From an optimization exercise on the open Yosys and OpenROAD flow, aimed at small area and a short achievable clock period; shortcuts taken in it are not production practice.

==> module Subsystem, before the edit <==
module Subsystem
          (clk,
           reset_x,
           clk_enable,
           in1,
           ce_out,
           Out1,
           Out2);
  input   clk;
  input   reset_x;
  input   clk_enable;
  input   signed [15:0] in1;
  output  ce_out;
  output  signed [15:0] Out1;
  output  signed [3:0] Out2;
  logic [15:0] enc_x;       
  logic        enc_v;       
  logic [3:0]  enc_code;    
  logic        enc_vo;      
  logic [6:0]  enc_idx;     
  logic [15:0] enc_pre;     
  logic        pflag;       
  logic [15:0] pre;         
  assign pflag = enc_pre[15] & ~|enc_pre[14:0];
  assign pre   = {enc_pre[15:1], enc_pre[0] | pflag};
  logic [14:0] es;
  step_rom enc_rom (.idx(enc_idx), .step(es));
  logic [15:0] s0, sh1, sh2, sh3;    
  assign s0  = {1'b0, es};
  assign sh1 = {2'b0, es[14:1]};
  assign sh2 = {3'b0, es[14:2]};
  assign sh3 = {4'b0, es[14:3]};
  logic [16:0] ex, ex1;
  pfa2 #(17) u_e (.a({enc_x[15], enc_x}), .b(~{enc_pre[15], enc_pre}), .s0(ex1), .s1(ex));
  logic sgn;
  assign sgn = pflag ? ex1[16] : ex[16];
  logic [15:0] nm;
  assign nm = pflag ? (ex1[16] ? 16'hfffe : ~ex1[15:0]) : (ex[16] ? ex1[15:0] : ~ex[15:0]);
  logic c1, c2, c3, c4, c5, c6, c7;
  logic k1, k2, k4;
  pco #(16) u_c1 (.a(nm), .b(sh2), .co(k1));
  pco #(16) u_c2 (.a(nm), .b(sh1), .co(k2));
  pco #(16) u_c4 (.a(nm), .b(s0),  .co(k4));
  assign c1 = ~k1;
  assign c2 = ~k2;
  assign c4 = ~k4;
  logic [15:0] sa, ca, sb, cb, sc, cc, sd, cd;
  logic        ka, kb, kc, kd;
  csa #(16) u_ra (.a(nm), .b(s0),  .c(sh2), .s(sa), .cy(ca));           
  pco #(16) u_c5 (.a(sa), .b({ca[14:0], 1'b0}), .co(ka));
  assign c5 = ~(ka | ca[15]);
  csa #(16) u_rb (.a(sa), .b({ca[14:0], 1'b0}), .c(sh1), .s(sb), .cy(cb));  
  pco #(16) u_c7 (.a(sb), .b({cb[14:0], 1'b0}), .co(kb));
  assign c7 = ~(kb | ca[15] | cb[15]);
  csa #(16) u_rc (.a(nm), .b(sh1), .c(sh2), .s(sc), .cy(cc));          
  pco #(16) u_c3 (.a(sc), .b({cc[14:0], 1'b0}), .co(kc));
  assign c3 = ~(kc | cc[15]);
  csa #(16) u_rd (.a(nm), .b(s0),  .c(sh1), .s(sd), .cy(cd));           
  pco #(16) u_c6 (.a(sd), .b({cd[14:0], 1'b0}), .co(kd));
  assign c6 = ~(kd | cd[15]);
  logic b2, b1, b0;
  assign b2 = c4;
  assign b1 = b2 ? c6 : c2;
  assign b0 = b2 ? (b1 ? c7 : c5) : (b1 ? c3 : c1);
  logic [15:0] msk;
  assign msk = {16{sgn}};
  logic [15:0] q1, q2, q3, r1, r2, r3, pn;
  logic        pn_co;
  csa #(16) u_p1 (.a(pre), .b(sh3 ^ msk), .c((s0 & {16{b2}}) ^ msk), .s(q1), .cy(r1));
  csa #(16) u_p2 (.a(q1), .b({r1[14:0], sgn}), .c((sh1 & {16{b1}}) ^ msk), .s(q2), .cy(r2));
  csa #(16) u_p3 (.a(q2), .b({r2[14:0], sgn}), .c((sh2 & {16{b0}}) ^ msk), .s(q3), .cy(r3));
  pfa #(16) u_p (.a(q3), .b({r3[14:0], sgn}), .ci(sgn), .s(pn), .co(pn_co));
  logic [6:0] e_idx_n;
  index_updator enc_iu (.idx(enc_idx), .code({b2, b1, b0}), .idx_next(e_idx_n));
  always_ff @(posedge clk) begin
    if (reset_x) begin
      enc_x    <= 16'd0;
      enc_v    <= 1'b0;
      enc_code <= 4'd0;
      enc_vo   <= 1'b0;
      enc_idx  <= 7'd0;
      enc_pre  <= 16'd0;
    end else begin
      enc_x    <= in1;
      enc_v    <= clk_enable;
      enc_code <= {sgn, b2, b1, b0};
      enc_vo   <= enc_v;
      enc_idx  <= e_idx_n;
      enc_pre  <= pn;
    end
  end
  logic [3:0]  dec_code;    
  logic        dec_en;
  logic [6:0]  dec_idx;
  logic [16:0] dec_sum;     
  logic [15:0] dec_out;     
  always_comb begin
    if (dec_sum[16] != dec_sum[15])        dec_out = dec_sum[16] ? 16'h8001 : 16'h7fff;
    else if (dec_sum[15:0] == 16'h8000)    dec_out = 16'h8001;
    else                                   dec_out = dec_sum[15:0];
  end
  logic [14:0] ds;
  step_rom dec_rom (.idx(dec_idx), .step(ds));
  logic [6:0]  d_idx_n;
  index_updator dec_iu (.idx(dec_idx), .code(dec_code[2:0]), .idx_next(d_idx_n));
  logic [15:0] t0, t1, t2, t3;
  assign t0 = {4'd0, ds[14:3]};
  assign t1 = dec_code[2] ? {1'b0, ds} : 16'd0;
  assign t2 = dec_code[1] ? {2'd0, ds[14:1]} : 16'd0;
  assign t3 = dec_code[0] ? {3'd0, ds[14:2]} : 16'd0;
  logic [15:0] cs1, cc1, cs2, cc2;
  csa #(16) u_d1 (.a(t0), .b(t1), .c(t2), .s(cs1), .cy(cc1));
  csa #(16) u_d2 (.a(cs1), .b({cc1[14:0], 1'b0}), .c(t3), .s(cs2), .cy(cc2));
  logic        k15, dq15;
  pco #(15) u_k15 (.a(cs2[14:0]), .b({cc2[13:0], 1'b0}), .co(k15));
  assign dq15 = cs2[15] ^ cc2[14] ^ k15;
  logic [16:0] dm, ds1, dc1, sm;
  logic        sm_co;
  assign dm = {17{dec_code[3]}};
  csa #(17) u_o1 (.a({dec_out[15], dec_out}), .b({1'b0, cs2} ^ dm), .c({1'b0, cc2[14:0], 1'b0} ^ dm),
                  .s(ds1), .cy(dc1));
  logic [16:0] smr;
  pfa #(17) u_o (.a(ds1), .b({dc1[15:0], dec_code[3]}), .ci(dec_code[3]), .s(smr), .co(sm_co));
  assign sm = {smr[16] ^ dq15, smr[15:0]};
  always_ff @(posedge clk) begin
    if (reset_x) begin
      dec_code <= 4'd0;
      dec_en   <= 1'b0;
      dec_idx  <= 7'd0;
      dec_sum  <= 17'd0;
    end else begin
      dec_code <= enc_vo ? enc_code : 4'd0;
      dec_en   <= enc_vo;
      dec_idx  <= d_idx_n;
      dec_sum  <= dec_en ? sm : 17'd0;
    end
  end
  assign Out1   = dec_out;
  assign Out2   = enc_code;
  assign ce_out = clk_enable;
endmodule
==> flow/config.mk <==
export PLATFORM = sky130hd
export DESIGN_NAME = Subsystem
export DESIGN_NICKNAME = Subsystem
export VERILOG_FILES = /design/flow/design.v
export SDC_FILE = /design/flow/constraint.sdc
export NUM_CORES = 4
export LEC_CHECK = 0
export ABC_AREA = 1
export CAP_MARGIN = 50
export CORE_MARGIN = 2
export CORE_UTILIZATION = 40
export SETUP_SLACK_MARGIN = 5
export SLEW_MARGIN = 70
==> flow/constraint.sdc <==
create_clock -name core_clock -period 15.0 [get_ports {clk}]
set_input_delay 3.0000 -clock core_clock [delete_from_list [all_inputs] [get_ports {clk}]]
set_output_delay 3.0000 -clock core_clock [all_outputs]
set_load 0.01 [all_outputs]
run.sh (not shown) runs the stock make flow with config.mk's settings and CLKGATE_MAP_FILE= SYNTH_SCRIPT=/design/flow/synth_recipe.tcl, a recipe that flattens the netlist after the stock synthesis.
Then changed:
--- a/flow/design.v
+++ b/flow/design.v
@@ -643,18 +643,19 @@
   logic b2, b1, b0;
   assign b2 = c4;
   assign b1 = b2 ? c6 : c2;
   assign b0 = b2 ? (b1 ? c7 : c5) : (b1 ? c3 : c1);
   logic [15:0] msk;
   assign msk = {16{sgn}};
-  logic [15:0] q1, q2, q3, r1, r2, r3, pn;
-  logic        pn_co;
+  logic [15:0] ts12, v, q1, q2, r1, r2, pn;
+  logic        ts12_co, pn_co;
+  pfa #(16) u_t3 (.a(sh1), .b(sh2), .ci(1'b0), .s(ts12), .co(ts12_co));
+  assign v = b1 ? (b0 ? ts12 : sh1) : (b0 ? sh2 : 16'd0);
   csa #(16) u_p1 (.a(pre), .b(sh3 ^ msk), .c((s0 & {16{b2}}) ^ msk), .s(q1), .cy(r1));
-  csa #(16) u_p2 (.a(q1), .b({r1[14:0], sgn}), .c((sh1 & {16{b1}}) ^ msk), .s(q2), .cy(r2));
-  csa #(16) u_p3 (.a(q2), .b({r2[14:0], sgn}), .c((sh2 & {16{b0}}) ^ msk), .s(q3), .cy(r3));
-  pfa #(16) u_p (.a(q3), .b({r3[14:0], sgn}), .ci(sgn), .s(pn), .co(pn_co));
+  csa #(16) u_p2 (.a(q1), .b({r1[14:0], sgn}), .c(v ^ msk), .s(q2), .cy(r2));
+  pfa #(16) u_p (.a(q2), .b({r2[14:0], sgn}), .ci(sgn), .s(pn), .co(pn_co));
   logic [6:0] e_idx_n;
   index_updator enc_iu (.idx(enc_idx), .code({b2, b1, b0}), .idx_next(e_idx_n));
   always_ff @(posedge clk) begin
     if (reset_x) begin
       enc_x    <= 16'd0;
       enc_v    <= 1'b0;
@@ -687,26 +688,21 @@
   index_updator dec_iu (.idx(dec_idx), .code(dec_code[2:0]), .idx_next(d_idx_n));
   logic [15:0] t0, t1, t2, t3;
   assign t0 = {4'd0, ds[14:3]};
   assign t1 = dec_code[2] ? {1'b0, ds} : 16'd0;
   assign t2 = dec_code[1] ? {2'd0, ds[14:1]} : 16'd0;
   assign t3 = dec_code[0] ? {3'd0, ds[14:2]} : 16'd0;
-  logic [15:0] cs1, cc1, cs2, cc2;
+  logic [15:0] cs1, cc1, cs2, cc2, dq;
+  logic        dq_co;
   csa #(16) u_d1 (.a(t0), .b(t1), .c(t2), .s(cs1), .cy(cc1));
   csa #(16) u_d2 (.a(cs1), .b({cc1[14:0], 1'b0}), .c(t3), .s(cs2), .cy(cc2));
-  logic        k15, dq15;
-  pco #(15) u_k15 (.a(cs2[14:0]), .b({cc2[13:0], 1'b0}), .co(k15));
-  assign dq15 = cs2[15] ^ cc2[14] ^ k15;
-  logic [16:0] dm, ds1, dc1, sm;
+  pfa #(16) u_dq (.a(cs2), .b({cc2[14:0], 1'b0}), .ci(1'b0), .s(dq), .co(dq_co));
+  logic [16:0] sm;
   logic        sm_co;
-  assign dm = {17{dec_code[3]}};
-  csa #(17) u_o1 (.a({dec_out[15], dec_out}), .b({1'b0, cs2} ^ dm), .c({1'b0, cc2[14:0], 1'b0} ^ dm),
-                  .s(ds1), .cy(dc1));
-  logic [16:0] smr;
-  pfa #(17) u_o (.a(ds1), .b({dc1[15:0], dec_code[3]}), .ci(dec_code[3]), .s(smr), .co(sm_co));
-  assign sm = {smr[16] ^ dq15, smr[15:0]};
+  pfa #(17) u_o (.a({dec_out[15], dec_out}), .b({dq[15], dq} ^ {17{dec_code[3]}}), .ci(dec_code[3]),
+                 .s(sm), .co(sm_co));
   always_ff @(posedge clk) begin
     if (reset_x) begin
       dec_code <= 4'd0;
       dec_en   <= 1'b0;
       dec_idx  <= 7'd0;
       dec_sum  <= 17'd0;
Outcome:
- The new run went through all stages and came out clean
- cell count is higher by 1.1%
- first-iteration DRC count went up by 27%
- final area increases by 0.77%
- wire length is higher by 5.7%
- clock-buffer cell count stays the same
- clock skew came out higher by 4.8 ps
- global-route usage rose by 1.4 points
- sequential share of layout area is about the same
- fmax fell by 5.0%
- hold slack stays flat
- via count goes up by 1.4%
No functional check of the RTL was part of any run of this note.

static timing again, ports no longer ideal:
In the flow no input, the clock included, has a driving cell. The finished layouts below were timed again as built, in two steps.
Step 1: set_driving_cell puts a clkbuf_16 on clk and a buf_2 on each other input, an assumption about the parent block.
Step 2 moves the port delays by t, midway between the first and last clock arrival at a register: inputs arrive t later, outputs are due t later. That takes back most of the time a late clock gives input paths.
a / b / c = ideal ports / drivers / drivers and shift; a / b = the first two.
| run | shift t [ns] | slack for setup (ns) | worst setup path after step 2 | slew at the worst register clock pin (ns) | worst data-port slew with drivers (ns) |
|---|---|---|---|---|---|
| the first run | 0.386 | 6.999 / 6.999 / 6.999 | register to register | 0.07 / 0.07 | 0.05 |
| the second run | 0.402 | 6.581 / 6.581 / 6.581 | register to register | 0.07 / 0.07 | 0.05 |
After both steps setup and hold are still met in every run listed.
